Background: an optimization exercise with open tools, aiming at small area. Do not read the settings as production practice. RTL that was checked went through simulation tests only; none was proved equivalent to the original. No functional check of the RTL was part of runs 1 to 3 and 6. No driver is modelled on the clock port, so clocking that relies on it looks cheaper here than on a real chip. Power figures rest on the tool's default switching activity, not on a simulated workload.

$ cat flow/config.mk
export PLATFORM = sky130hd
export DESIGN_NAME = control_led
export DESIGN_NICKNAME = control_led
export VERILOG_FILES = /design/flow/design.v
export SDC_FILE = /design/flow/constraint.sdc
export NUM_CORES = 4
export LEC_CHECK = 0
export CAP_MARGIN = 20
export CORE_MARGIN = 2
export CORE_UTILIZATION = 40
export SLEW_MARGIN = 20
$ cat flow/standard.sh
#!/bin/bash
# synth_recipe.tcl (not shown) runs the flow's synth.tcl, then flattens the netlist and writes it again
# the make line also repeats each setting of config.mk as NAME=value (left out here)
make -C /OpenROAD-flow-scripts/flow DESIGN_CONFIG=/design/flow/config.mk WORK_HOME=/design/flow/orfs CLKGATE_MAP_FILE= SYNTH_SCRIPT=/design/flow/synth_recipe.tcl "${@:-finish}"
$ cat flow/constraint.sdc
create_clock -name core_clock -period 10.0 [get_ports {pclk}]
set_input_delay 2.0000 -clock core_clock [delete_from_list [all_inputs] [get_ports {pclk}]]
set_output_delay 2.0000 -clock core_clock [all_outputs]
set_load 0.01 [all_outputs]
$ cat flow/flow/run.sh
#!/bin/bash
# Own layout flow: the standard synthesis, its combinational logic
# re-mapped for area with every register kept as the standard synthesis made
# it, then the standard ORFS layout steps (port buffers of the smallest buffer).
set -euo pipefail
W=$(pwd)
R=$W/orfs/results/$FLOW_PLATFORM/control_led/base
LIB=$FLOW_HOME/platforms/$FLOW_PLATFORM/lib/sky130_fd_sc_hd__tt_025C_1v80.lib
YOSYS=$FLOW_HOME/../tools/install/yosys/bin/yosys
[[ -x $YOSYS ]] || YOSYS=yosys

bash standard.sh synth > "$W/flow_1_synth.log" 2>&1
cp "$R/1_2_yosys.v" "$R/1_2_yosys_standard.v"

RS_LIB=$LIB RS_IN=$R/1_2_yosys_standard.v RS_OUT=$R/1_2_yosys.v RS_ABC=$W/flow/abc.scr \
  "$YOSYS" -c flow/resynth.tcl > "$W/flow_2_resynth.log" 2>&1
rm -f "$R/1_synth.odb" "$R/1_synth.sdc"

bash standard.sh "BUFFER_PORTS_ARGS=-buffer_cell sky130_fd_sc_hd__buf_1" finish \
  > "$W/flow_3_layout.log" 2>&1
$ cat flow/flow/abc.scr
strash
ifraig
scorr
dc2
strash
&get -n
&st
&dch -f
&nf -R 1000 -a
&put
$ cat flow/design.v
module control_led(
  input   pclk,
  input   rst,
  input   button,
  output reg  [7:0] led
);
reg  [11:0] div;
wire div_low0 = ~|div[10:0];
wire count_en = div_low0 & ~div[11];
always @(posedge pclk) begin
  if (rst) div <= 12'h800;
  else     div <= {div[10:0], div[11] ^ div[10] ^ div[9] ^ div[3] ^ div_low0};
end
localparam [14:0] SEED_PRESS = 15'h7c00;
localparam [14:0] SEED_REL   = 15'h6000;
localparam [14:0] HIT_A      = 15'h7da4;   
localparam [14:0] HIT_B      = 15'h6da5;   
reg        lvl;
reg [14:0] run;
reg        flag_a, flag_b;
wire       edge_b = button ^ lvl;
always @(posedge pclk) begin
  lvl <= rst | button;
  if (edge_b) run <= button ? SEED_REL : SEED_PRESS;
  else        run <= {run[13:0], run[14] ^ run[6]};
  flag_a <= ~edge_b & (flag_a | (run == HIT_A));
  flag_b <= ~edge_b & (flag_b | (run == HIT_B));
end
wire led_zero = ~|led;
wire just_reset = led_zero & div[11];
wire first_rel  = button & ~lvl;
reg pc_short, pc_med;
reg rc_nz, rc_long;
reg [1:0] click;
reg start_case;
always @(posedge pclk) begin
  if (rst) begin
    pc_short <= 1'b1;
    rc_nz    <= 1'b0;
    click    <= 2'b00;
  end else begin
    if (first_rel) begin
      pc_short <= ~flag_a;
      pc_med   <= ~flag_b;
    end
    if (!button) begin
      rc_nz   <= lvl & ~just_reset;
      rc_long <= flag_a;
      if (rc_nz) click <= rc_long ? 2'b01 : {click[0], ~click[1]};
    end
  end
  start_case <= first_rel | (c1short & start_case);
end
wire c1      = ~click[1] & click[0];
wire c1short = c1 & pc_short;
wire x = ~click[0] | (c1 & pc_med);
wire y = click[0] & (click[1] | pc_med);
wire restart = start_case | led_zero;
always @(posedge pclk) begin
  if (rst)             led <= 8'h00;
  else if (c1short)    led <= 8'hff;
  else if (restart)    led <= {~x, 2'b00, x & ~y, x & ~y, 2'b00, y};
  else if (count_en)   led <= {x & led[6],
                               x ? led[5] : led[7],
                               x ? led[4] : led[6],
                               x ? (y & led[3]) : led[5],
                               y ? led[2] : (~x & led[4]),
                               y ? led[1] : led[3],
                               y ? led[0] : led[2],
                               ~y & led[1]};
end
endmodule
$ cat flow/flow/resynth.tcl
# Re-map the combinational logic of the standard synthesis for area, keeping
# every register instance (name, cell type and connections) as it is.
set lib $::env(RS_LIB)
set in  $::env(RS_IN)
set out $::env(RS_OUT)
set scr $::env(RS_ABC)
yosys read_liberty -ignore_miss_func -ignore_miss_dir $lib
yosys read_verilog $in
yosys hierarchy -top control_led
# registers (and anything else with state) stay as cell instances
foreach p {*__df* *__edf* *__sdf* *__sedf* *__dl* *__conb*} { yosys setattr -mod -set keep_hierarchy 1 $p }
yosys flatten
yosys rename -hide w:*.*
yosys opt_clean
yosys abc -script $scr -liberty $lib -dont_use *lpflow* -dont_use *probe*
yosys opt_clean -purge
yosys splitnets
yosys opt_clean -purge
yosys hilomap -singleton -hicell sky130_fd_sc_hd__conb_1 HI -locell sky130_fd_sc_hd__conb_1 LO
yosys select control_led
yosys tee -o $out.stat stat -liberty $lib
yosys write_verilog -noattr -nohex -nodec -selected $out
==> notes.md, run 1 <==
Commonest non-fill, non-tap cell in the layout = dfxtp_1
DIE WIDTH = 67.8 um
RSZ-0062 raised after global routing = no
Hold buffer count at CTS = 0
Required @ worst endpoint = 10.14 ns
Worst setup margin = 6.88 ns
Fill cells = 362
Routability cong. = 0.880
Full die area = 4590 sq um
Tot GR Track Use = 15.4%
CTS tree = done
DR DRC count = 0
Root Buffer = clkbuf_8
Avg Cell Area, Syn = 9.57 sq um
YS warnings = 1
Worst slew pin tran = 1.01 ns
Dpl hpwl = 2.13 mm
Post-CTS resize count = 0
Final hold violations = 0
# IOs = 11
Routed Antenna Nets = 0
Layout cells sized above 1 = 3.19%
Setup bufs post-CTS = 0
Critical path launch point = rst
Status = no timing/DRC/antenna violations
Area grow syn2layout = 11.2%
Number of global-route vias before repair = 1,118
Worst-path cell chain = buf_1, or2_0, o21ai_0
Post-Syn Nets = 173
Worst r2r src = div[9]
Max-cap violation count = 0
CP max stage delay = 0.73 ns
Worst Setup Start Kind = input pin
Rel. slew slack = 32.8%
Area taken by multi-input logic gates = 683 sq um
Die Ht = 67.8 um
Setup TNS = 0 ns
Initial Utilization = 41.3%
Crit-path max FO = 24
Via count = 1,220
Fin crit share = 31.2%
HP Class = flip-flop to flip-flop
Initial DRC Count = 74
Syn Std Cell Area = 1630 sq um
Slowest CP cell = buf_1
Site Rows = 23
Worst Path Arrival = 3.26 ns
Clock latency (worst-skew pair) = 0.29 ns
Fmax = 320 MHz
Core Area = 3940 sq um
N_diodes = 0
Register Area = 921 sq um
Routed Wire Length = 3.06 mm
H-tree depth = 2
Clock Pin Slew Worst Setup and Hold Paths = 0.08 ns
PortBufs = 10
Leak = 0.699 nW
Clk sinks = 45
Vias per cell = 5.13
Crit path time final = 3.12 ns
Setup crit end kind = flip-flop
First-pass GRT wire length = 5.20 mm
DR pass1 iterations = 4
Clock skew = 0.00898 ns
Largest net degree at the start of global routing = 25
Initial antenna violation count = 0
Commonest cells after routing, fill and taps aside = dfxtp_1 (43), nor2_1 (22), nor2b_1 (13)
Hold Path Origin = flag_b
Power Density = 231 nW/um^2
Total CTS buffers = 5
Place WS = 6.62 ns
Nets = 190
GRT Residual Overflow = 0
Pins over their slew limit = 0
Setup CP Type = input pin to flip-flop
Worst VDD drop = 91.2 uV
Syn Inst Count = 170
Maximum root-to-sink buffer count = 2
Final setup vio count = 0
Routed WL per cell = 12.9 um
==> routing by layer <==
layer / GRT usage [%] / routed length [um]
met1: 20.6 / 1510
met2: 22.9 / 1360
met3: 5.00 / 142
met4: 6.00 / 48
met5: 0 / 0
==> worst max-delay path, delay by kind of cell <==
family                 cells  cell delay (ns)
buffers and inverters      1             0.73
AND/OR/NAND/NOR            1             0.37
AO/OA/AOI/OAI              1             0.15
==> flip-flops by register name (all words and copies together), names as in the netlist <==
register and count:
start_case 1, div 12, rc_long 1, rc_nz 1, pc_med 1, pc_short 1, run 15, flag_b 1
lvl 1, click 2, flag_a 1, led 8
==> layout make-up <==
type                       count  share of cell area (%)
clock buffer                   5                    3.81
clock inverter                 3                   0.692
inverter                       6                    1.25
multi-input combinational    119                    37.8
sequential                    45                    50.9
tap                           50                    3.46
timing repair buffer          10                    2.08
==> path summary, 6_finish.rpt <==
kind              endpoint  slack (ns)  cells after the start
setup / recovery    led[7]        6.88                      3
hold / removal      flag_b        0.45                      2
setup reg to reg    led[0]        8.03                      6
hold reg to reg     flag_b        0.45                      2
==> metrics by stage <==
step                      power (mW)  instance area [sq um]  util (%)  cells  hold WS [ns]
after detailed placement       0.315                   1730      43.8    230         0.442
after CTS                      0.419                   1810      45.9    238         0.451
after global routing           0.443                   1810      45.9    238         0.474
after floorplan                0.286                   1630         -    170         0.416
after global placement         0.313                   1730      43.8    230         0.435
final                          0.417                   1810      45.9    238         0.447
==> where the power goes <==
group | leakage, nW | switching, mW | total [mW] | internal (mW)
sequential | 0.369 | 0.0198 | 0.220 | 0.200
clock | 0.0430 | 0.0573 | 0.104 | 0.0471
combinational | 0.287 | 0.0566 | 0.0928 | 0.0362
total | 0.699 | 0.134 | 0.417 | 0.283
==> run 2: changes to the inputs <==
--- a/flow/flow/run.sh
+++ b/flow/flow/run.sh
@@ -16,5 +16,5 @@
   "$YOSYS" -c flow/resynth.tcl > "$W/flow_2_resynth.log" 2>&1
 rm -f "$R/1_synth.odb" "$R/1_synth.sdc"
 
-bash standard.sh "BUFFER_PORTS_ARGS=-buffer_cell sky130_fd_sc_hd__buf_1" finish \
+bash standard.sh "BUFFER_PORTS_ARGS=-buffer_cell sky130_fd_sc_hd__buf_1" "CTS_ARGS=-buf_list sky130_fd_sc_hd__clkbuf_8 -root_buf sky130_fd_sc_hd__clkbuf_8 -dont_use_dummy_load -repair_clock_nets" finish \
   > "$W/flow_3_layout.log" 2>&1
==> run 2 against run 1 <==
  * Hold slack hardly changed
  * Clock power is 5% lower
  * Largest cell class unchanged
  * Global-route usage is 0.10 points higher
  * Wire length hardly changed
  * Largest power group unchanged
  * Still clean on timing, DRC and antenna
==> notes.md, run 2 <==
Core Area = 3940 sq um (unchanged)
Total CTS buffers = 5 (unchanged)
Worst Path Arrival = 3.27 ns (about the same)
Leak = 0.692 nW (-1.0%)
Power Density = 229 nW/um^2 (-0.54%)
Commonest cells after routing, fill and taps aside = dfxtp_1 (43), nor2_1 (22), nor2b_1 (13)
Critical path launch point = rst
Post-Syn Nets = 173 (unchanged)
Placement Cell Area = 1730 sq um (unchanged)
Clk sinks = 45 (unchanged)
PortBufs = 10 (unchanged)
Inst Count DP = 230 (unchanged)
H-tree depth = 2 (unchanged)
Maximum root-to-sink buffer count = 2 (unchanged)
Initial antenna violation count = 0 (unchanged)
Initial Utilization = 41.3% (unchanged)
Routed Antenna Nets = 0 (unchanged)
Area grow syn2layout = 10.4%
Total power = 0.412 mW (-1.2%)
Biggest regs = run (15), div (12), led (8)
DIE WIDTH = 67.8 um (unchanged)
Root Buffer = clkbuf_8
Site Rows = 23 (unchanged)
Die Ht = 67.8 um (unchanged)
RSZ-0062 raised after global routing = no
Syn Std Cell Area = 1630 sq um (unchanged)
CTS tree = done
Commonest non-fill, non-tap cell in the layout = dfxtp_1
Hold Path Origin = flag_b
Post-CTS resize count = 0 (unchanged)
GRT Residual Overflow = 0 (unchanged)
Hold buffer count at CTS = 0 (unchanged)
Fill cells = 362 (unchanged)
Worst r2r src = div[9]
Fin crit share = 31.0% (-0.19 points)
Clock Pin Slew Worst Setup and Hold Paths = 0.07 ns (about the same)
Setup TNS = 0 ns (unchanged)
Crit-path max FO = 24 (unchanged)
Area taken by multi-input logic gates = 683 sq um (unchanged)
Layout cells sized above 1 = 2.70% (-0.49 points)
Routed Wire Length = 3.07 mm (about the same)
Final Non-Filler Cells = 235 (-1.3%)
Setup crit end kind = flip-flop
Worst setup margin = 6.90 ns (+0.0187 ns)
Setup bufs post-CTS = 0 (unchanged)
Vias per cell = 5.22 (+1.8%)
Pins over their slew limit = 0 (unchanged)
Reg2Reg Setup Slack = 7.99 ns (-0.04 ns)
HP Class = flip-flop to flip-flop
YS warnings = 1 (unchanged)
Final hold violations = 0 (unchanged)
Final Cell Area = 1800 sq um (-0.69%)
Number of global-route vias before repair = 1,126 (+0.72%)
Full die area = 4590 sq um (unchanged)
First-pass GRT wire length = 5.22 mm (+0.27%)
Routed WL per cell = 13.0 um (+1.3%)
Initial DRC Count = 80 (+8.1%)
Setup CP Type = input pin to flip-flop
Rel. slew slack = 33.6% (+0.77 points)
Tot GR Track Use = 15.5% (+0.10 points)
Clock latency (worst-skew pair) = 0.29 ns (about the same)
Number of flip-flops in the largest register = 15 (unchanged)
# IOs = 11 (unchanged)
Required @ worst endpoint = 10.16 ns (+0.02 ns)
Hold slack = 0.446 ns (-0.000203 ns)
Syn Inst Count = 170 (unchanged)
Place WS = 6.62 ns (unchanged)
Register Area = 921 sq um (unchanged)
Biggest register = run
Via count = 1,226 (+0.49%)
Dpl hpwl = 2.13 mm (unchanged)
Crit path time final = 3.10 ns (-0.0187 ns)
Worst Setup Start Kind = input pin
Final setup vio count = 0 (unchanged)
Worst slew pin tran = 0.997 ns (-0.0116 ns)
Avg Cell Area, Syn = 9.57 sq um (unchanged)
Largest net degree at the start of global routing = 25 (unchanged)
Worst VDD drop = 77.1 uV (-15%)
DR pass1 iterations = 4 (unchanged)
Fin util = 45.5% (-0.32 points)
Fmax = 322 MHz (+0.60%)
Clock skew = 0.00960 ns (+0.000613 ns)
Routability cong. = 0.880 (unchanged)
N_diodes = 0 (unchanged)
DR DRC count = 0 (unchanged)
Max-cap violation count = 0 (unchanged)
Nets = 190 (unchanged)
Status = no timing/DRC/antenna violations
run 2: worst paths after layout:
path	to	cells after the start
max	led[5]	5
min	flag_b	2
max reg2reg	led[7]	7
min reg2reg	flag_b	2
run 2: cell type report:
cell class	instances	area share, %
flip-flops and latches	45	51.3
multi-input cells	119	38.0
clock buffers	5	3.83
well taps	50	3.48
repair buffers	10	2.09
inverters	6	1.25
run 2: critical path: stages:
cell and delay [ns]:
buf_1 0.72, or3_1 0.29, a21oi_1 0.05, o21ai_0 0.11
nand2_1 0.09
run 2: power breakdown:
| group | internal, mW | switching [mW] | total [mW] | leakage, nW |
|---|---|---|---|---|
| Combinational | 0.0362 | 0.0571 | 0.0932 | 0.287 |
| Sequential | 0.200 | 0.0199 | 0.220 | 0.369 |
| Clock | 0.0451 | 0.0536 | 0.0987 | 0.0359 |
run 2: per-layer routing:
metal / vias to the layer above / track usage (%) / part of all wire [%]
li1: 618 / - / -
met1: 559 / 20.6 / 47
met2: 43 / 22.9 / 44
met3: 6 / 5.00 / 6.7
met4: 0 / 6.75 / 1.4
met5: - / 0 / 0
==> run 3: changes to the inputs <==
--- a/flow/flow/run.sh
+++ b/flow/flow/run.sh
@@ -16,5 +16,5 @@
   "$YOSYS" -c flow/resynth.tcl > "$W/flow_2_resynth.log" 2>&1
 rm -f "$R/1_synth.odb" "$R/1_synth.sdc"
 
-bash standard.sh "BUFFER_PORTS_ARGS=-buffer_cell sky130_fd_sc_hd__buf_1" "CTS_ARGS=-buf_list sky130_fd_sc_hd__clkbuf_8 -root_buf sky130_fd_sc_hd__clkbuf_8 -dont_use_dummy_load -repair_clock_nets" finish \
+bash standard.sh "BUFFER_PORTS_ARGS=-buffer_cell sky130_fd_sc_hd__buf_1" "CTS_ARGS=-buf_list sky130_fd_sc_hd__clkbuf_2 sky130_fd_sc_hd__clkbuf_4 -root_buf sky130_fd_sc_hd__clkbuf_4 -dont_use_dummy_load -sink_clustering_enable -repair_clock_nets" finish \
   > "$W/flow_3_layout.log" 2>&1
--- a/flow/config.mk
+++ b/flow/config.mk
@@ -7,5 +7,5 @@
 export LEC_CHECK = 0
 export CAP_MARGIN = 20
 export CORE_MARGIN = 2
-export CORE_UTILIZATION = 40
+export CORE_UTILIZATION = 60
 export SLEW_MARGIN = 20
==> run 3 against run 2 <==
  * The run now fails in clock tree synthesis
  * Synthesized cell count stayed put
  * Synthesized area unchanged
==> notes.md, run 3 <==
Die Ht = 56.1 um (-17%)
Syn Inst Count = 170 (unchanged)
Error = [ERROR STA-0564] clock_tree_synthesis positional arguments not supported.
Post-Syn Nets = 173 (unchanged)
DIE WIDTH = 56.1 um (-17%)
Status = aborted with a tool error
Syn Std Cell Area = 1630 sq um (unchanged)
Dpl hpwl = 1.94 mm (-8.8%)
Avg Cell Area, Syn = 9.57 sq um (unchanged)
Last stage = clock tree synthesis
Site Rows = 18 (-22%)
YS warnings = 1 (unchanged)
Routability cong. = 0.813 (-7.6%)
Initial Utilization = 64.5% (+23 points)
# IOs = 11 (unchanged)
PortBufs = 10 (unchanged)
-- run 3: metrics by stage --
stage                     worst slack [ns]  hold slack [ns]  cells  instance area [sq um]  util, %
after floorplan                       7.00            0.416    170                   1630        -
after global placement                6.74            0.431    210                   1700     67.5
after detailed placement              6.68            0.434    210                   1700     67.5
-- run 3: worst max path at each step --
stage	start	end	depth (start not counted)
global placement	rst	led[6]	5
floorplan	button	flag_b	4
detailed placement	rst	led[0]	3
-- run 3: power groups by stage --
stage / clock network [mW] / registers (mW) / logic, mW
after floorplan: 0 / 0.223 / 0.0629
after global placement: 0 / 0.222 / 0.0888
after detailed placement: 0 / 0.223 / 0.0901
==> run 4: changes to the inputs <==
==> flow/design.v (replaced) <==
module control_led(
  input   pclk,
  input   rst,
  input   button,
  output reg  [7:0] led
);
localparam [11:0] DIV_INV = 12'haaa;
reg  [11:0] div_q;
wire [11:0] div = div_q ^ DIV_INV;
wire div_low0 = ~|div[10:0];
wire count_en = div_low0 & ~div[11];
always @(posedge pclk) begin
  if (rst) div_q <= 12'h800 ^ DIV_INV;
  else     div_q <= {div[10:0], div[11] ^ div[10] ^ div[9] ^ div[3] ^ div_low0} ^ DIV_INV;
end
localparam [14:0] SEED_PRESS = 15'h7c00;
localparam [14:0] SEED_REL   = 15'h6000;
localparam [14:0] HIT_A      = 15'h7da4;   
localparam [14:0] HIT_B      = 15'h6da5;   
reg        lvl;
localparam [14:0] RUN_INV = 15'h5555;
reg [14:0] run_q;
wire [14:0] run = run_q ^ RUN_INV;
reg        flag_a, flag_b;
wire       edge_b = button ^ lvl;
always @(posedge pclk) begin
  lvl <= rst | button;
  if (edge_b) run_q <= (button ? SEED_REL : SEED_PRESS) ^ RUN_INV;
  else        run_q <= {run[13:0], run[14] ^ run[6]} ^ RUN_INV;
  flag_a <= ~edge_b & (flag_a | (run == HIT_A));
  flag_b <= ~edge_b & (flag_b | (run == HIT_B));
end
wire led_zero = ~|led;
wire just_reset = led_zero & div[11];
wire first_rel  = button & ~lvl;
reg pc_short, pc_med;
reg rc_nz, rc_long;
reg [1:0] click;
reg start_case;
always @(posedge pclk) begin
  if (rst) begin
    pc_short <= 1'b1;
    rc_nz    <= 1'b0;
    click    <= 2'b00;
  end else begin
    if (first_rel) begin
      pc_short <= ~flag_a;
      pc_med   <= ~flag_b;
    end
    if (!button) begin
      rc_nz   <= lvl & ~just_reset;
      rc_long <= flag_a;
      if (rc_nz) click <= rc_long ? 2'b01 : {click[0], ~click[1]};
    end
  end
  start_case <= first_rel | (c1short & start_case);
end
wire c1      = ~click[1] & click[0];
wire c1short = c1 & pc_short;
wire x = ~click[0] | (c1 & pc_med);
wire y = click[0] & (click[1] | pc_med);
wire restart = start_case | led_zero;
wire U  = ~rst & c1short;
wire V  = ~rst & ~c1short & ~restart;
wire P  = ~rst & ~c1short & restart;
wire Vn = V & ~count_en;
wire Ve = V & count_en;
wire Ex = Ve & x, Exn = Ve & ~x, Ey = Ve & y, Eyn = Ve & ~y;
wire Pm = P & x & ~y;
always @(posedge pclk) begin
  led[7] <= U | (P & ~x) | (Ex & led[6]) | (Vn & led[7]);
  led[6] <= U | (Ex & led[5]) | (Exn & led[7]) | (Vn & led[6]);
  led[5] <= U | (Ex & led[4]) | (Exn & led[6]) | (Vn & led[5]);
  led[4] <= U | Pm | (Ex & y & led[3]) | (Exn & led[5]) | (Vn & led[4]);
  led[3] <= U | Pm | (Ey & led[2]) | (Ve & ~x & ~y & led[4]) | (Vn & led[3]);
  led[2] <= U | (Ey & led[1]) | (Eyn & led[3]) | (Vn & led[2]);
  led[1] <= U | (Ey & led[0]) | (Eyn & led[2]) | (Vn & led[1]);
  led[0] <= U | (P & y) | (Eyn & led[1]) | (Vn & led[0]);
end
endmodule
--- a/flow/flow/run.sh
+++ b/flow/flow/run.sh
@@ -16,5 +16,5 @@
   "$YOSYS" -c flow/resynth.tcl > "$W/flow_2_resynth.log" 2>&1
 rm -f "$R/1_synth.odb" "$R/1_synth.sdc"
 
-bash standard.sh "BUFFER_PORTS_ARGS=-buffer_cell sky130_fd_sc_hd__buf_1" "CTS_ARGS=-buf_list sky130_fd_sc_hd__clkbuf_2 sky130_fd_sc_hd__clkbuf_4 -root_buf sky130_fd_sc_hd__clkbuf_4 -dont_use_dummy_load -sink_clustering_enable -repair_clock_nets" finish \
+bash standard.sh "BUFFER_PORTS_ARGS=-buffer_cell sky130_fd_sc_hd__buf_1" "CTS_ARGS=-buf_list {sky130_fd_sc_hd__clkbuf_4 sky130_fd_sc_hd__clkbuf_8} -root_buf sky130_fd_sc_hd__clkbuf_4 -dont_use_dummy_load -sink_clustering_enable -repair_clock_nets" finish \
   > "$W/flow_3_layout.log" 2>&1
--- a/flow/config.mk
+++ b/flow/config.mk
@@ -7,5 +7,5 @@
 export LEC_CHECK = 0
 export CAP_MARGIN = 20
 export CORE_MARGIN = 2
-export CORE_UTILIZATION = 60
+export CORE_UTILIZATION = 40
 export SLEW_MARGIN = 20
==> run 4 against run 3 <==
  * Now clean on timing, DRC and antenna
  * Synthesized area is 3.7% lower
  * Synthesized cell count is 2.4% lower
==> notes.md, run 4 <==
Worst r2r src = div_q[10]
RSZ-0062 raised after global routing = no
Commonest non-fill, non-tap cell in the layout = dfxtp_1
Initial Utilization = 42.2% (-22 points)
Clock skew = 0.0165 ns
Routed Antenna Nets = 0
Post-Syn Nets = 169 (-2.3%)
Crit-path max FO = 5
Total CTS buffers = 5
Place WS = 6.79 ns (+0.108 ns)
Setup bufs post-CTS = 0
Leak = 0.639 nW
Max-cap violation count = 0
Dpl hpwl = 2.12 mm (+8.9%)
Layout cells sized above 1 = 2.76%
Worst VDD drop = 85.2 uV
Final Cell Area = 1700 sq um
DR DRC count = 0
N_diodes = 0
Biggest regs = run_q (15), div_q (12), led (8)
Syn Inst Count = 166 (-2.4%)
Final Non-Filler Cells = 229
Placement Cell Area = 1660 sq um (-2.2%)
Largest net degree at the start of global routing = 24
Worst Setup Start Kind = flip-flop
Biggest register = run_q
Initial antenna violation count = 0
Setup TNS = 0 ns
Hold slack = 0.396 ns
Commonest cells after routing, fill and taps aside = dfxtp_1 (43), nor2_1 (25), nand2_1 (17)
Power Density = 207 nW/um^2
Area grow syn2layout = 8.63%
Setup crit end kind = primary output
HP Class = flip-flop to flip-flop
Total power = 0.351 mW
Rel. slew slack = 46.5%
Fmax = 339 MHz
Nets = 186
Via count = 1,193
CP max stage delay = 0.44 ns
Routability cong. = 0.797 (-2.0%)
Maximum root-to-sink buffer count = 2
Crit-path leading delay family = flip-flops
Worst slew pin tran = 0.802 ns
Setup CP Type = flip-flop to primary output
PortBufs = 10 (unchanged)
Crit path time final = 2.95 ns
Routed WL per cell = 12.4 um
Site Rows = 22 (+4)
Initial DRC Count = 56
CTS tree = done
Worst Path Buf+Inv = 1
Fin crit share = 29.5%
DIE WIDTH = 66.6 um (+19%)
GRT Residual Overflow = 0
Worst Path Arrival = 0.95 ns
Required @ worst endpoint = 8.00 ns
Pins over their slew limit = 0
Final setup vio count = 0
Hold Path Origin = div_q[2]
Fill cells = 371
H-tree depth = 2
Fin util = 45.8%
Clock latency (worst-skew pair) = 0.34 ns
Vias per cell = 5.21
Critical path launch point = led[6]
Core Area = 3720 sq um
Hold buffer count at CTS = 0
Syn Std Cell Area = 1570 sq um (-3.7%)
Avg Cell Area, Syn = 9.44 sq um (-1.4%)
Routed Wire Length = 2.83 mm
DR pass1 iterations = 5
Worst setup margin = 7.05 ns
Clk sinks = 45
First-pass GRT wire length = 4.95 mm
Die Ht = 66.6 um (+19%)
Full die area = 4430 sq um
Inst Count DP = 224 (+6.7%)
Worst-path cell chain = buf_1
Number of flip-flops in the largest register = 15
Status = no timing/DRC/antenna violations
Final hold violations = 0
Post-CTS resize count = 0
YS warnings = 1 (unchanged)
Number of global-route vias before repair = 1,164
Clock Pin Slew Worst Setup and Hold Paths = 0.12 ns
Root Buffer = clkbuf_4
Tot GR Track Use = 15.0%
# IOs = 11 (unchanged)
Slowest CP cell = dfxtp_1
==> run 4: power by group <==
group          switching (mW)  internal [mW]  total (mW)
sequential             0.0166          0.197       0.213
combinational          0.0395         0.0254      0.0649
clock                  0.0494         0.0236      0.0730
total                   0.106          0.246       0.351
==> run 4: worst paths after layout <==
| path | to | slack (ns) | cells after the start |
|---|---|---|---|
| hold reg to reg | div_q[3] | 0.40 | 1 |
| setup / recovery | led[6] | 7.05 | 1 |
| hold / removal | div_q[3] | 0.40 | 1 |
| setup reg to reg | led[7] | 7.86 | 6 |
==> run 4: area by class of cell <==
| type | instances | area (sq um) | share of cell area, % |
|---|---|---|---|
| tap | 48 | 60.1 | 3.53 |
| clock buffer | 5 | 37.5 | 2.21 |
| sequential | 45 | 921 | 54.1 |
| timing repair buffer | 10 | 37.5 | 2.21 |
| inverter | 5 | 18.8 | 1.10 |
| multi-input combinational | 116 | 627 | 36.8 |
==> run 4: metal layers <==
metal / up-vias / GRT usage (%) / part of all wire [%]
met5: - / 0 / 0
met4: 0 / 8.42 / 1.2
met3: 4 / 4.05 / 3.1
met2: 15 / 23.9 / 48
met1: 570 / 18.2 / 48
li1: 604 / - / -
==> run 5: changes to the inputs <==
==> flow/flow/run.sh (replaced) <==
#!/bin/bash
# Own layout flow: the standard synthesis, its combinational logic
# re-mapped for area with every register kept as the standard synthesis made
# it (several ABC runs with different seeds, the smallest kept), then the
# standard ORFS layout steps, with the smallest buffer on the ports and a
# clock tree of small clock buffers.
set -euo pipefail
W=$(pwd)
R=$W/orfs/results/$FLOW_PLATFORM/control_led/base
LIB=$FLOW_HOME/platforms/$FLOW_PLATFORM/lib/sky130_fd_sc_hd__tt_025C_1v80.lib
YOSYS=$FLOW_HOME/../tools/install/yosys/bin/yosys
[[ -x $YOSYS ]] || YOSYS=yosys

bash standard.sh synth > "$W/flow_1_synth.log" 2>&1
cp "$R/1_2_yosys.v" "$R/1_2_yosys_standard.v"

mkdir -p "$W/resynth"
for s in 1 2 3 4; do
  printf 'strash\n&get -n\n&deepsyn -T 90 -S %s\n&st\n&dch -f\n&nf -R 1000\n&put\n' "$s" > "$W/resynth/abc_$s.scr"
  RS_LIB=$LIB RS_IN=$R/1_2_yosys_standard.v RS_OUT=$W/resynth/net_$s.v RS_ABC=$W/resynth/abc_$s.scr \
    "$YOSYS" -c flow/resynth.tcl > "$W/flow_2_resynth_$s.log" 2>&1 &
done
wait
best=""; best_area=""
for s in 1 2 3 4; do
  a=$(awk '/Chip area for module/ {print $NF}' "$W/resynth/net_$s.v.stat")
  echo "seed $s area $a" >> "$W/flow_2_resynth_pick.log"
  if [[ -z $best ]] || awk -v a="$a" -v b="$best_area" 'BEGIN{exit !(a<b)}'; then best=$s; best_area=$a; fi
done
echo "picked seed $best" >> "$W/flow_2_resynth_pick.log"
cp "$W/resynth/net_$best.v" "$R/1_2_yosys.v"
rm -f "$R/1_synth.odb" "$R/1_synth.sdc"

bash standard.sh "BUFFER_PORTS_ARGS=-buffer_cell sky130_fd_sc_hd__buf_1" \
  "CTS_ARGS=-buf_list {sky130_fd_sc_hd__clkbuf_4 sky130_fd_sc_hd__clkbuf_8} -root_buf sky130_fd_sc_hd__clkbuf_4 -dont_use_dummy_load -sink_clustering_enable -repair_clock_nets" \
  finish > "$W/flow_3_layout.log" 2>&1
removed: flow/flow/abc.scr
==> run 5 against run 4 <==
  * Still clean
  * Hold slack worse by 0.0042 ns
  * Sequential share of layout area grew 2.4 points
  * Die area is 4.4% lower
  * First-iteration DRC count up 100%
  * Clock power decreased by 0.5%
  * Sequential cell count unchanged
  * Synthesized cell count decreased by 7.8%
  * Power fell by 10%
  * Wire length is 6.7% lower
  * Via count fell by 6.6%
  * Global-route usage down 0.76 points
  * Core utilization is 0.96 points lower
  * Highest routed layer unchanged
==> notes.md, run 5 <==
Status = no timing/DRC/antenna violations
YS warnings = 1 (unchanged)
CTS tree = done
Placement Cell Area = 1590 sq um (-4.4%)
Crit path time final = 3.25 ns (+0.300 ns)
Worst Path Arrival = 3.52 ns (+2.57 ns)
Initial Utilization = 41.1% (-1.0 points)
N_diodes = 0 (unchanged)
Setup CP Type = input pin to flip-flop
DR pass1 iterations = 4 (-1)
Pins over their slew limit = 0 (unchanged)
Root Buffer = clkbuf_4
Clock Pin Slew Worst Setup and Hold Paths = 0.12 ns (about the same)
Setup bufs post-CTS = 0 (unchanged)
Site Rows = 22 (unchanged)
Post-CTS resize count = 0 (unchanged)
Routed Wire Length = 2.64 mm (-6.7%)
Biggest register = run_q
Routability cong. = 0.828 (+3.9%)
Inst Count DP = 211 (-5.8%)
Leak = 0.597 nW (-6.5%)
Vias per cell = 5.16 (-1.0%)
Nets = 173 (-7.0%)
GRT Residual Overflow = 0 (unchanged)
Biggest regs = run_q (15), div_q (12), led (8)
Full die area = 4240 sq um (-4.4%)
Hold buffer count at CTS = 0 (unchanged)
Crit-path max FO = 18 (+13)
Largest net degree at the start of global routing = 19 (-21%)
Commonest non-fill, non-tap cell in the layout = dfxtp_1
Number of flip-flops in the largest register = 15 (unchanged)
Post-Syn Nets = 156 (-7.7%)
Die Ht = 65.1 um (-2.2%)
Area grow syn2layout = 9.05%
Number of global-route vias before repair = 1,079 (-7.3%)
Rel. slew slack = 45.3% (-1.2 points)
Routed WL per cell = 12.2 um (-1.1%)
Max-cap violation count = 0 (unchanged)
Final Cell Area = 1630 sq um (-4.3%)
# IOs = 11 (unchanged)
Layout cells sized above 1 = 2.98% (+0.21 points)
Dpl hpwl = 1.98 mm (-6.6%)
Commonest cells after routing, fill and taps aside = dfxtp_1 (43), nand2_1 (25), nor2_1 (21)
Clock skew = 0.0172 ns (+0.000693 ns)
Initial DRC Count = 113 (+100%)
Initial antenna violation count = 0 (unchanged)
Setup crit end kind = flip-flop
Syn Inst Count = 153 (-7.8%)
DIE WIDTH = 65.1 um (-2.2%)
Avg Cell Area, Syn = 9.76 sq um (+3.5%)
First-pass GRT wire length = 4.66 mm (-6.0%)
Final Non-Filler Cells = 216 (-5.7%)
Tot GR Track Use = 14.2% (-0.76 points)
Total CTS buffers = 5 (unchanged)
RSZ-0062 raised after global routing = no
Final setup vio count = 0 (unchanged)
Worst VDD drop = 90.2 uV (+5.8%)
Routed Antenna Nets = 0 (unchanged)
PortBufs = 10 (unchanged)
Final hold violations = 0 (unchanged)
Worst slew pin tran = 0.812 ns (+0.0103 ns)
Maximum root-to-sink buffer count = 2 (unchanged)
Syn Std Cell Area = 1490 sq um (-4.6%)
Power Density = 193 nW/um^2 (-6.4%)
Clk sinks = 45 (unchanged)
DR DRC count = 0 (unchanged)
Clock latency (worst-skew pair) = 0.34 ns (about the same)
H-tree depth = 2 (unchanged)
Via count = 1,114 (-6.6%)
Setup TNS = 0 ns (unchanged)
Fmax = 308 MHz (-9.2%)
HP Class = flip-flop to flip-flop
Worst Setup Start Kind = input pin
Required @ worst endpoint = 10.27 ns (+2.27 ns)
Fin crit share = 32.5% (+3.0 points)
Core Area = 3630 sq um (-2.2%)
run 5: where the power goes:
part	switching [mW]	internal, mW	total, mW
Clock	0.0490	0.0236	0.0726
Combinational	0.0222	0.0149	0.0370
Sequential	0.0120	0.193	0.205
Total	0.0832	0.232	0.315
run 5: stage by stage:
step / setup WS [ns] / power (mW) / hold WS, ns / utilization [%]
global placement: 6.50 / 0.245 / 0.362 / 43.8
global route: 6.53 / 0.332 / 0.417 / 44.8
floorplan: 7.03 / 0.232 / 0.353 / -
CTS: 6.77 / 0.318 / 0.394 / 44.8
detailed placement: 6.40 / 0.246 / 0.365 / 43.8
finish: 6.75 / 0.315 / 0.392 / 44.8
run 5: final timing paths:
| check | depth (start not counted) | to | from | slack [ns] |
|---|---|---|---|---|
| hold reg to reg | 1 | run_q[6] | run_q[5] | 0.39 |
| setup / recovery | 5 | led[3] | rst | 6.75 |
| hold / removal | 1 | run_q[6] | run_q[5] | 0.39 |
| setup reg to reg | 7 | led[3] | div_q[10] | 8.10 |
run 5: layer usage:
| metal | part of all wire [%] | routed length [um] | up-vias | GRT usage (%) |
|---|---|---|---|---|
| met5 | 0 | 0 | - | 0 |
| met4 | 1.7 | 46 | 0 | 5.21 |
| met3 | 4.7 | 123 | 7 | 4.79 |
| met2 | 46 | 1220 | 25 | 22.8 |
| met1 | 47 | 1250 | 513 | 17.9 |
| li1 | - | - | 569 | - |
run 5: worst max-delay path: stages:
cell and delay, ns:
buf_1 0.30, nor2_1 0.22, a21boi_0 0.68, a221oi_1 0.21, o21ai_0 0.11
run 5: layout make-up:
type / count / area [sq um]
clock buffer: 5 / 37.5
sequential: 45 / 921
timing repair buffer: 10 / 37.5
fill: 362 / 2000
multi-input combinational: 100 / 543
tap: 48 / 60.1
inverter: 8 / 30.0
==> run 6: changes to the inputs <==
--- a/flow/design.v
+++ b/flow/design.v
@@ -17,6 +17,8 @@
 localparam [14:0] SEED_REL   = 15'h6000;
 localparam [14:0] HIT_A      = 15'h7da4;   
 localparam [14:0] HIT_B      = 15'h6da5;   
+localparam [14:0] MASK_A     = 15'h4fde;
+localparam [14:0] MASK_B     = 15'h6ffd;
 reg        lvl;
 localparam [14:0] RUN_INV = 15'h5555;
 reg [14:0] run_q;
@@ -27,8 +29,8 @@
   lvl <= rst | button;
   if (edge_b) run_q <= (button ? SEED_REL : SEED_PRESS) ^ RUN_INV;
   else        run_q <= {run[13:0], run[14] ^ run[6]} ^ RUN_INV;
-  flag_a <= ~edge_b & (flag_a | (run == HIT_A));
-  flag_b <= ~edge_b & (flag_b | (run == HIT_B));
+  flag_a <= ~edge_b & (flag_a | ((run & MASK_A) == (HIT_A & MASK_A)));
+  flag_b <= ~edge_b & (flag_b | ((run & MASK_B) == (HIT_B & MASK_B)));
 end
 wire led_zero = ~|led;
 wire just_reset = led_zero & div[11];
--- a/flow/flow/run.sh
+++ b/flow/flow/run.sh
@@ -15,14 +15,15 @@
 cp "$R/1_2_yosys.v" "$R/1_2_yosys_standard.v"
 
 mkdir -p "$W/resynth"
-for s in 1 2 3 4; do
+for s in 1 2 3 4 5 6 7 8; do
   printf 'strash\n&get -n\n&deepsyn -T 90 -S %s\n&st\n&dch -f\n&nf -R 1000\n&put\n' "$s" > "$W/resynth/abc_$s.scr"
   RS_LIB=$LIB RS_IN=$R/1_2_yosys_standard.v RS_OUT=$W/resynth/net_$s.v RS_ABC=$W/resynth/abc_$s.scr \
     "$YOSYS" -c flow/resynth.tcl > "$W/flow_2_resynth_$s.log" 2>&1 &
+  if (( s % 4 == 0 )); then wait; fi
 done
 wait
 best=""; best_area=""
-for s in 1 2 3 4; do
+for s in 1 2 3 4 5 6 7 8; do
   a=$(awk '/Chip area for module/ {print $NF}' "$W/resynth/net_$s.v.stat")
   echo "seed $s area $a" >> "$W/flow_2_resynth_pick.log"
   if [[ -z $best ]] || awk -v a="$a" -v b="$best_area" 'BEGIN{exit !(a<b)}'; then best=$s; best_area=$a; fi
==> run 6 against run 5 <==
  * Critical path depth increased by 1
  * Combinational power increased by 14%
  * Synthesized cell count unchanged
  * Still clean on timing, DRC and antenna
  * First-iteration DRC count decreased by 59%
  * Critical endpoint is now led[0]
  * Hold slack got worse by 0.018 ns
  * Core utilization about the same
  * Die area about the same
  * Wire length increased by 0.19%
  * Synthesized area about the same
  * Non-clock buffer count unchanged
  * Highest routed layer unchanged
  * Cell area about the same
  * Sequential power about the same
==> notes.md, run 6 <==
Pins over their slew limit = 0 (unchanged)
Worst r2r src = div_q[1]
Vias per cell = 5.14 (-0.36%)
Total CTS buffers = 5 (unchanged)
Post-CTS resize count = 0 (unchanged)
Worst Path Arrival = 3.82 ns (+0.30 ns)
Clk sinks = 45 (unchanged)
Biggest register = run_q
HP Class = flip-flop to flip-flop
Maximum root-to-sink buffer count = 2 (unchanged)
Hold Path Origin = run_q[12]
Site Rows = 22 (unchanged)
DR DRC count = 0 (unchanged)
PortBufs = 10 (unchanged)
Largest net degree at the start of global routing = 23 (+4)
Fmax = 279 MHz (-9.2%)
DR pass1 iterations = 4 (unchanged)
Max-cap violation count = 0 (unchanged)
Setup crit end kind = flip-flop
Required @ worst endpoint = 10.24 ns (-0.03 ns)
Worst VDD drop = 62.0 uV (-31%)
CTS tree = done
Internal power = 0.236 mW (+1.9%)
Root Buffer = clkbuf_4
Tot GR Track Use = 14.8% (+0.52 points)
Fin crit share = 35.8% (+3.3 points)
Inst Count DP = 211 (unchanged)
Commonest cells after routing, fill and taps aside = dfxtp_1 (43), nor2_1 (27), nand2_1 (23)
DIE WIDTH = 65.1 um (about the same)
N_diodes = 0 (unchanged)
Worst r2r dst = led[0]
Core Area = 3630 sq um (unchanged)
Initial Utilization = 41.2% (about the same)
Total power = 0.322 mW (+2.4%)
Worst reg2reg path depth = 9 (+2)
Fill cells = 376 (+3.9%)
Initial DRC Count = 46 (-59%)
Status = no timing/DRC/antenna violations
Worst setup margin = 6.42 ns (-0.329 ns)
Crit path time final = 3.58 ns (+0.329 ns)
Post-Syn Nets = 156 (unchanged)
Crit-path max FO = 22 (+4)
GRT Residual Overflow = 0 (unchanged)
Layout cells sized above 1 = 2.98% (unchanged)
Hold slack = 0.374 ns (-0.0177 ns)
Routed Antenna Nets = 0 (unchanged)
Leak = 0.613 nW (+2.7%)
Hold path endpoint = run_q[13]
Combinational Power Share = 13.1% (+1.3 points)
Final setup vio count = 0 (unchanged)
Setup TNS = 0 ns (unchanged)
Setup CP Type = input pin to flip-flop
# IOs = 11 (unchanged)
Routability cong. = 0.757 (-8.6%)
Routed Wire Length = 2.65 mm (+0.19%)
Hold depth = 1 (unchanged)
Initial antenna violation count = 0 (unchanged)
Critical path launch point = rst
Clock latency (worst-skew pair) = 0.34 ns (about the same)
Setup bufs post-CTS = 0 (unchanged)
Clock skew = 0.0187 ns (+0.00147 ns)
Hold buffer count at CTS = 0 (unchanged)
Sw Pwr = 0.0862 mW (+3.5%)
Syn Inst Count = 153 (unchanged)
RSZ-0062 raised after global routing = no
Routed WL per cell = 12.3 um (+0.19%)
Reg2Reg Setup Slack = 7.66 ns (-0.44 ns)
Power Density = 198 nW/um^2 (+2.3%)
YS warnings = 1 (unchanged)
Number of flip-flops in the largest register = 15 (unchanged)
Dpl hpwl = 1.88 mm (-4.8%)
Area grow syn2layout = 9.04% (about the same)
Number of global-route vias before repair = 1,044 (-3.2%)
Final hold violations = 0 (unchanged)
Final Non-Filler Cells = 216 (unchanged)
Commonest non-fill, non-tap cell in the layout = dfxtp_1
Worst slew pin tran = 0.921 ns (+0.108 ns)
Via count = 1,110 (-0.36%)
Place WS = 6.05 ns (-0.349 ns)
Avg Cell Area, Syn = 9.77 sq um (about the same)
Worst Setup Start Kind = input pin
Die Ht = 65.1 um (about the same)
Nets = 173 (unchanged)
Rel. slew slack = 38.5% (-6.9 points)
Seq pwr share = 64.6% (-0.6 points)
First-pass GRT wire length = 4.75 mm (+2.1%)
Biggest regs = run_q (15), div_q (12), led (8)
Net Sw Frac = 26.7% (+0.30 points)
Clock Pin Slew Worst Setup and Hold Paths = 0.11 ns (about the same)
Syn Std Cell Area = 1500 sq um (about the same)
Clock Power Share = 22.3% (-0.8 points)
Full die area = 4240 sq um (about the same)
H-tree depth = 2 (unchanged)
-- run 6: power groups by stage --
stage	clock network, mW	logic [mW]	registers [mW]
6_report	0.0719	0.0423	0.208
4_1_cts	0.0760	0.0427	0.208
3_5_place_dp	0	0.0425	0.212
5_1_grt	0.0847	0.0480	0.210
2_1_floorplan	0	0.0269	0.212
3_3_place_gp	0	0.0418	0.211
-- run 6: cell type report --
cell class,instances,area (sq um),area share (%)
Inverter,4,15.0,0.921
Sequential cell,45,921,56.5
Tap cell,48,60.1,3.68
Multi-Input combinational cell,104,559,34.3
Clock buffer,5,37.5,2.30
Timing Repair Buffer,10,37.5,2.30
-- run 6: stage by stage --
stage          util (%)  area, sq um
6_report           44.9         1630
5_1_grt            44.9         1630
4_1_cts            44.9         1630
3_5_place_dp       43.8         1590
3_3_place_gp       43.8         1590
2_1_floorplan         -         1500
-- run 6: critical path: stages --
cell,delay [ns]
buf_1,0.32
or3_1,0.51
or2_0,0.27
nor2_1,0.23
nor2_1,0.12
a221o_1,0.36
-- run 6: per-layer routing --
metal / track usage [%] / vias to the layer above / part of all wire (%)
met5: 0 / - / 0
met4: 6.25 / 0 / 1.9
met3: 5.65 / 5 / 5.1
met2: 22.7 / 25 / 43
met1: 18.6 / 516 / 51
li1: - / 564 / -
-- run 6: worst max path at each step --
stage and end:
3_3_place_gp led[0], 4_1_cts led[0], 6_report led[0], 5_1_grt led[0], 3_5_place_dp led[0], 2_1_floorplan led[0]
==> run 7: changes to the inputs <==
--- a/flow/design.v
+++ b/flow/design.v
@@ -23,20 +23,21 @@
 localparam [14:0] RUN_INV = 15'h5555;
 reg [14:0] run_q;
 wire [14:0] run = run_q ^ RUN_INV;
-reg        flag_a, flag_b;
+reg        flag_a;
 wire       edge_b = button ^ lvl;
+wire       hit_b  = ((run & MASK_B) == (HIT_B & MASK_B));
 always @(posedge pclk) begin
   lvl <= rst | button;
   if (edge_b) run_q <= (button ? SEED_REL : SEED_PRESS) ^ RUN_INV;
   else        run_q <= {run[13:0], run[14] ^ run[6]} ^ RUN_INV;
   flag_a <= ~edge_b & (flag_a | ((run & MASK_A) == (HIT_A & MASK_A)));
-  flag_b <= ~edge_b & (flag_b | ((run & MASK_B) == (HIT_B & MASK_B)));
 end
 wire led_zero = ~|led;
 wire just_reset = led_zero & div[11];
 wire first_rel  = button & ~lvl;
 reg pc_short, pc_med;
-reg rc_nz, rc_long;
+reg rc_nz;
+reg flag_b;
 reg [1:0] click;
 reg start_case;
 always @(posedge pclk) begin
@@ -47,15 +48,15 @@
   end else begin
     if (first_rel) begin
       pc_short <= ~flag_a;
-      pc_med   <= ~flag_b;
+      pc_med   <= rc_nz | ~flag_b;
     end
     if (!button) begin
       rc_nz   <= lvl & ~just_reset;
-      rc_long <= flag_a;
-      if (rc_nz) click <= rc_long ? 2'b01 : {click[0], ~click[1]};
+      if (rc_nz) click <= flag_b ? 2'b01 : {click[0], ~click[1]};
     end
   end
   start_case <= first_rel | (c1short & start_case);
+  if (!button) flag_b <= lvl ? (flag_a & ~just_reset) : (~rc_nz & (flag_b | hit_b));
 end
 wire c1      = ~click[1] & click[0];
 wire c1short = c1 & pc_short;
==> run 7 against run 6 <==
  * Maximum frequency up 10%
  * Combinational power up 5.0%
  * Wire length is 3.5% higher
  * Non-clock buffer count did not move
  * Critical path type unchanged
==> notes.md, run 7 <==
Status = no timing/DRC/antenna violations
Syn Std Cell Area = 1500 sq um (about the same)
# IOs = 11 (unchanged)
Clock skew = 0.0160 ns (-0.00266 ns)
Worst Setup Start Kind = input pin
Setup bufs post-CTS = 0 (unchanged)
Initial DRC Count = 41 (-11%)
CTS tree = done
GRT Residual Overflow = 0 (unchanged)
Vias per cell = 5.39 (+4.9%)
Worst reg2reg path depth = 7 (-2)
Hold Path Origin = run_q[12]
Leak = 0.617 nW (+0.59%)
Avg Cell Area, Syn = 9.65 sq um (-1.2%)
Root Buffer = clkbuf_4
Number of global-route vias before repair = 1,121 (+7.4%)
Hold depth = 1 (unchanged)
Layout cells sized above 1 = 2.94% (-0.035 points)
Hold buffer count at CTS = 0 (unchanged)
Biggest register = run_q
H-tree depth = 2 (unchanged)
Inst Count DP = 213 (+0.95%)
Commonest non-fill, non-tap cell in the layout = dfxtp_1
Fmax = 308 MHz (+10%)
Syn Inst Count = 155 (+1.3%)
Setup TNS = 0 ns (unchanged)
Dpl hpwl = 2.02 mm (+7.4%)
Routability cong. = 0.825 (+9.0%)
Worst VDD drop = 95.8 uV (+54%)
N_diodes = 0 (unchanged)
Power Density = 197 nW/um^2 (-0.50%)
HP Class = flip-flop to flip-flop
Maximum root-to-sink buffer count = 2 (unchanged)
Worst r2r dst = led[5]
Max-cap violation count = 0 (unchanged)
Tot GR Track Use = 14.7% (-0.022 points)
Number of flip-flops in the largest register = 15 (unchanged)
Final Non-Filler Cells = 218 (+0.93%)
Site Rows = 22 (unchanged)
Clock Pin Slew Worst Setup and Hold Paths = 0.11 ns (about the same)
First-pass GRT wire length = 4.79 mm (+0.72%)
Setup CP Type = input pin to flip-flop
Clk sinks = 44 (-2.2%)
Total CTS buffers = 5 (unchanged)
Reg2Reg Setup Slack = 7.75 ns (+0.09 ns)
Required @ worst endpoint = 10.22 ns (-0.02 ns)
Crit path time final = 3.24 ns (-0.339 ns)
Core Area = 3630 sq um (unchanged)
YS warnings = 1 (unchanged)
Pins over their slew limit = 0 (unchanged)
Initial Utilization = 41.2% (about the same)
Fin crit share = 32.4% (-3.4 points)
Biggest regs = run_q (15), div_q (12), led (8)
Worst r2r src = div_q[10]
Post-CTS resize count = 0 (unchanged)
PortBufs = 10 (unchanged)
DR DRC count = 0 (unchanged)
Full die area = 4250 sq um (about the same)
Worst slew pin tran = 0.877 ns (-0.0440 ns)
Commonest cells after routing, fill and taps aside = dfxtp_1 (42), nor2_1 (25), nand2_1 (24)
Initial antenna violation count = 0 (unchanged)
Routed Antenna Nets = 0 (unchanged)
Largest net degree at the start of global routing = 25 (+8.7%)
RSZ-0062 raised after global routing = no
Hold path endpoint = run_q[13]
Crit-path max FO = 24 (+9.1%)
DR pass1 iterations = 4 (unchanged)
Clock latency (worst-skew pair) = 0.34 ns (about the same)
Routed Wire Length = 2.74 mm (+3.5%)
Final hold violations = 0 (unchanged)
Setup crit end kind = flip-flop
Worst Path Arrival = 3.47 ns (-0.35 ns)
Post-Syn Nets = 158 (+1.3%)
DIE WIDTH = 65.2 um (about the same)
Final setup vio count = 0 (unchanged)
Via count = 1,175 (+5.9%)
Rel. slew slack = 41.6% (+3.1 points)
Area grow syn2layout = 9.03% (about the same)
Routed WL per cell = 12.6 um (+2.5%)
Nets = 175 (+1.2%)
Die Ht = 65.2 um (about the same)
## run 7: report_power, final
part	switching [mW]	internal, mW	total, mW
sequential	0.0141	0.191	0.205
combinational	0.0261	0.0184	0.0444
clock	0.0479	0.0236	0.0715
## run 7: worst max-delay path by stage
stage                     from  depth (start not counted)     end  slack, ns
after floorplan            rst                          3  led[7]       7.18
after global placement     rst                          4  led[7]       6.48
after detailed placement   rst                          4  led[5]       6.41
after CTS                  rst                          4  led[5]       6.78
after global routing       rst                          4  led[6]       6.58
final                      rst                          4  led[5]       6.76
## run 7: through the flow
step	area (sq um)	worst slack, ns	total power [mW]	util (%)	hold WS (ns)
2_1_floorplan	1500	7.18	0.237	-	0.343
3_3_place_gp	1590	6.48	0.252	43.9	0.349
3_5_place_dp	1590	6.41	0.254	43.9	0.348
4_1_cts	1630	6.78	0.325	44.9	0.375
5_1_grt	1630	6.58	0.339	44.9	0.392
6_report	1630	6.76	0.321	44.9	0.372
## run 7: metal layers
layer,up-vias,track usage (%),wire [um]
li1,575,-,-
met1,571,16.0,1210
met2,22,25.4,1360
met3,7,5.82,125
met4,0,6.25,51
met5,-,0,0
## run 7: layout make-up
| class | instances | area [sq um] |
|---|---|---|
| Clock buffer | 5 | 37.5 |
| Fill cell | 369 | 2000 |
| Inverter | 6 | 22.5 |
| Multi-Input combinational cell | 105 | 573 |
| Sequential cell | 44 | 901 |
| Tap cell | 48 | 60.1 |
| Timing Repair Buffer | 10 | 37.5 |
## run 7: worst max-delay path, cell delays in order
cell	delay [ns]
buf_1	0.64
nor3_1	0.33
a221oi_1	0.41
nand2_1	0.08
==> run 8: changes to the inputs <==
--- a/flow/flow/run.sh
+++ b/flow/flow/run.sh
@@ -15,15 +15,15 @@
 cp "$R/1_2_yosys.v" "$R/1_2_yosys_standard.v"
 
 mkdir -p "$W/resynth"
-for s in 1 2 3 4 5 6 7 8; do
-  printf 'strash\n&get -n\n&deepsyn -T 90 -S %s\n&st\n&dch -f\n&nf -R 1000\n&put\n' "$s" > "$W/resynth/abc_$s.scr"
+for s in $(seq 1 16); do
+  printf 'strash\n&get -n\n&deepsyn -T 60 -S %s\n&st\n&dch -f\n&nf -R 1000\n&put\n' "$s" > "$W/resynth/abc_$s.scr"
   RS_LIB=$LIB RS_IN=$R/1_2_yosys_standard.v RS_OUT=$W/resynth/net_$s.v RS_ABC=$W/resynth/abc_$s.scr \
     "$YOSYS" -c flow/resynth.tcl > "$W/flow_2_resynth_$s.log" 2>&1 &
   if (( s % 4 == 0 )); then wait; fi
 done
 wait
 best=""; best_area=""
-for s in 1 2 3 4 5 6 7 8; do
+for s in $(seq 1 16); do
   a=$(awk '/Chip area for module/ {print $NF}' "$W/resynth/net_$s.v.stat")
   echo "seed $s area $a" >> "$W/flow_2_resynth_pick.log"
   if [[ -z $best ]] || awk -v a="$a" -v b="$best_area" 'BEGIN{exit !(a<b)}'; then best=$s; best_area=$a; fi
@@ -34,4 +34,4 @@
 
 bash standard.sh "BUFFER_PORTS_ARGS=-buffer_cell sky130_fd_sc_hd__buf_1" \
   "CTS_ARGS=-buf_list {sky130_fd_sc_hd__clkbuf_4 sky130_fd_sc_hd__clkbuf_8} -root_buf sky130_fd_sc_hd__clkbuf_4 -dont_use_dummy_load -sink_clustering_enable -repair_clock_nets" \
-  finish > "$W/flow_3_layout.log" 2>&1
+  "POST_CTS_TCL=$W/flow/fix_clock.tcl" finish > "$W/flow_3_layout.log" 2>&1
==> flow/flow/fix_clock.tcl (new file) <==
set block [ord::get_db_block]
set big [[ord::get_db] findMaster sky130_fd_sc_hd__clkbuf_8]
set n_up 0
foreach inst [$block getInsts] {
  if {![string match "clkbuf_*" [$inst getName]]} { continue }
  if {[[$inst getMaster] getName] ne "sky130_fd_sc_hd__clkbuf_4"} { continue }
  set net [[$inst findITerm X] getNet]
  if {$net eq "NULL"} { continue }
  set sinks 0
  foreach it [$net getITerms] { if {[$it getInst] != $inst} { incr sinks } }
  if {$sinks >= 12} { $inst swapMaster $big; incr n_up }
}
puts "fix_clock: upsized $n_up clock buffers"
if {$n_up > 0} {
  detailed_placement
  check_placement -verbose
  estimate_parasitics -placement
}
==> run 8 against run 7 <==
  * Hold slack better by 0.0084 ns
  * Clock power up 11%
  * Worst setup slack better by 0.076 ns
  * Count of clock-buffer cells in the layout unchanged
  * Cell count unchanged
  * Combinational power down 18%
  * Power down 1.3%
  * Synthesized area down 0.75%
  * Critical path type unchanged
  * Critical endpoint is now led[3]
==> notes.md, run 8 <==
Initial antenna violation count = 0 (unchanged)
Routed Antenna Nets = 0 (unchanged)
Final Cell Area = 1630 sq um (-0.31%)
Clock latency (worst-skew pair) = 0.35 ns (about the same)
Status = no timing/DRC/antenna violations
Tot GR Track Use = 14.4% (-0.38 points)
Site Rows = 22 (unchanged)
Pins over their slew limit = 0 (unchanged)
YS warnings = 1 (unchanged)
Worst setup margin = 6.83 ns (+0.0760 ns)
First-pass GRT wire length = 4.57 mm (-4.5%)
Number of flip-flops in the largest register = 15 (unchanged)
DR pass1 iterations = 4 (unchanged)
Setup TNS = 0 ns (unchanged)
Inst Count DP = 213 (unchanged)
Worst reg2reg path depth = 8 (+1)
Setup CP Type = input pin to flip-flop
Placement Cell Area = 1580 sq um (-0.71%)
Max-cap violation count = 0 (unchanged)
Commonest cells after routing, fill and taps aside = dfxtp_1 (42), nor2_1 (24), nand2_1 (24)
Worst r2r src = div_q[0]
Initial Utilization = 41.2% (about the same)
Number of global-route vias before repair = 1,032 (-7.9%)
CTS tree = done
Setup crit end kind = flip-flop
# IOs = 11 (unchanged)
Final hold violations = 0 (unchanged)
Hold slack = 0.381 ns (+0.00836 ns)
Worst slew pin tran = 0.803 ns (-0.0738 ns)
Post-Syn Nets = 158 (unchanged)
Syn Std Cell Area = 1490 sq um (-0.75%)
Fmax = 316 MHz (+2.4%)
Hold Path Origin = run_q[12]
Routed WL per cell = 12.1 um (-3.5%)
Clock Power Share = 25.0% (+2.7 points)
Worst Path Arrival = 3.41 ns (-0.06 ns)
Nets = 175 (unchanged)
Worst VDD drop = 88.9 uV (-7.2%)
Layout cells sized above 1 = 2.94% (unchanged)
Combinational Power Share = 11.5% (-2.3 points)
DR DRC count = 0 (unchanged)
GRT Residual Overflow = 0 (unchanged)
Sw Pwr = 0.0851 mW (-3.3%)
Clock Pin Slew Worst Setup and Hold Paths = 0.10 ns (about the same)
Via count = 1,134 (-3.5%)
Final setup vio count = 0 (unchanged)
Power Density = 195 nW/um^2 (-0.95%)
Worst r2r dst = led[7]
Fin util = 45.1% (+0.20 points)
PortBufs = 10 (unchanged)
Hold depth = 1 (unchanged)
Fill cells = 351 (-4.9%)
HP Class = flip-flop to flip-flop
Full die area = 4220 sq um (-0.70%)
Biggest regs = run_q (15), div_q (12), led (8)
Clk sinks = 44 (unchanged)
Fin crit share = 31.7% (-0.76 points)
Clock skew = 0.0236 ns (+0.00758 ns)
Internal power = 0.232 mW (-0.46%)
Initial DRC Count = 68 (+66%)
Area grow syn2layout = 9.52%
Routability cong. = 0.873 (+5.8%)
N_diodes = 0 (unchanged)
Worst Setup Start Kind = input pin
Required @ worst endpoint = 10.24 ns (+0.02 ns)
Routed Wire Length = 2.64 mm (-3.5%)
Rel. slew slack = 46.1% (+4.5 points)
Largest net degree at the start of global routing = 23 (-8.0%)
Net Sw Frac = 26.9% (-0.58 points)
Commonest non-fill, non-tap cell in the layout = dfxtp_1
Crit-path max FO = 22 (-8.3%)
Avg Cell Area, Syn = 9.58 sq um (-0.75%)
Syn Inst Count = 155 (unchanged)
Core Area = 3610 sq um (-0.76%)
Biggest register = run_q
Total power = 0.317 mW (-1.3%)
RSZ-0062 raised after global routing = no
Seq pwr share = 63.5% (-0.4 points)
Hold path endpoint = run_q[13]
DIE WIDTH = 64.9 um (-0.35%)
Crit path time final = 3.17 ns (-0.0760 ns)
Leak = 0.617 nW (about the same)
Place WS = 6.43 ns (+0.0209 ns)
Dpl hpwl = 1.91 mm (-5.5%)
Reg2Reg Setup Slack = 7.91 ns (+0.16 ns)
Die Ht = 64.9 um (-0.35%)
Vias per cell = 5.20 (-3.5%)
Final Non-Filler Cells = 218 (unchanged)
==> run 8: how the worst max path moves through the flow <==
stage / startpoint / slack [ns] / end
detailed placement: rst / 6.43 / led[3]
global placement: rst / 6.50 / led[4]
floorplan: rst / 7.18 / led[3]
finish: rst / 6.83 / led[3]
global route: rst / 6.61 / led[4]
==> run 8: layout make-up <==
cell class	count	area [sq um]	share of cell area [%]
Clock buffer	5	43.8	2.69
Inverter	5	18.8	1.15
Multi-Input combinational cell	106	566	34.8
Sequential cell	44	901	55.4
Tap cell	48	60.1	3.69
Timing Repair Buffer	10	37.5	2.31
==> run 8: worst max-delay path, cell delays in order <==
cell and delay (ns):
buf_1 0.58, nor3_1 0.29, o21bai_1 0.25, a221oi_1 0.22, nand2_1 0.07
==> run 8: metal layers <==
| layer | wire (um) | track usage, % |
|---|---|---|
| met1 | 1280 | 18.2 |
| met2 | 1170 | 21.1 |
| met3 | 111 | 4.51 |
| met4 | 74 | 8.78 |
| met5 | 0 | 0 |
==> run 8: power groups by stage <==
stage | logic (mW) | registers (mW) | clock network (mW)
after floorplan | 0.0232 | 0.205 | 0
after global routing | 0.0418 | 0.204 | 0.0885
final | 0.0365 | 0.201 | 0.0792
after detailed placement | 0.0370 | 0.205 | 0
after global placement | 0.0369 | 0.205 | 0

[port drivers added, routing unchanged]
How much do the figures lean on ideal ports? The routed layouts below were timed once more, with nothing changed but the port constraints. Step 1 assumes that a clkbuf_16 drives the clock port and a buf_2 every other input. Step 2, shift: input delay + t, output delay - t, t = (earliest + latest rising clock arrival at the registers) / 2. This alone moves slack from input paths to output paths. Slacks: ideal ports / drivers / drivers and shift; pairs: ideal ports / drivers.
run | t (ns) | slack for setup (ns) | hold slack, ns | worst setup path at the end | worst slew at a driven data input, ns
run 1 | 0.315 | 6.878 / 6.876 / 6.562 | 0.447 / 0.447 / 0.447 | input to register | 0.03
run 2 | 0.311 | 6.897 / 6.895 / 6.584 | 0.446 / 0.446 / 0.446 | input to register | 0.03
run 4 | 0.354 | 7.049 / 7.026 / 6.832 | 0.396 / 0.396 / 0.396 | input to register | 0.03
run 5 | 0.352 | 6.749 / 6.749 / 6.397 | 0.392 / 0.392 / 0.392 | input to register | 0.03
run 6 | 0.357 | 6.420 / 6.423 / 6.066 | 0.374 / 0.374 / 0.374 | input to register | 0.03
run 7 | 0.357 | 6.758 / 6.751 / 6.394 | 0.372 / 0.372 / 0.372 | input to register | 0.03
run 8 | 0.360 | 6.834 / 6.832 / 6.472 | 0.381 / 0.381 / 0.381 | input to register | 0.03
After both steps setup and hold are still met in every run listed. For run 7, which loses most, drivers alone change the setup slack by -0.007 ns; drivers and shift together by -0.364 ns.
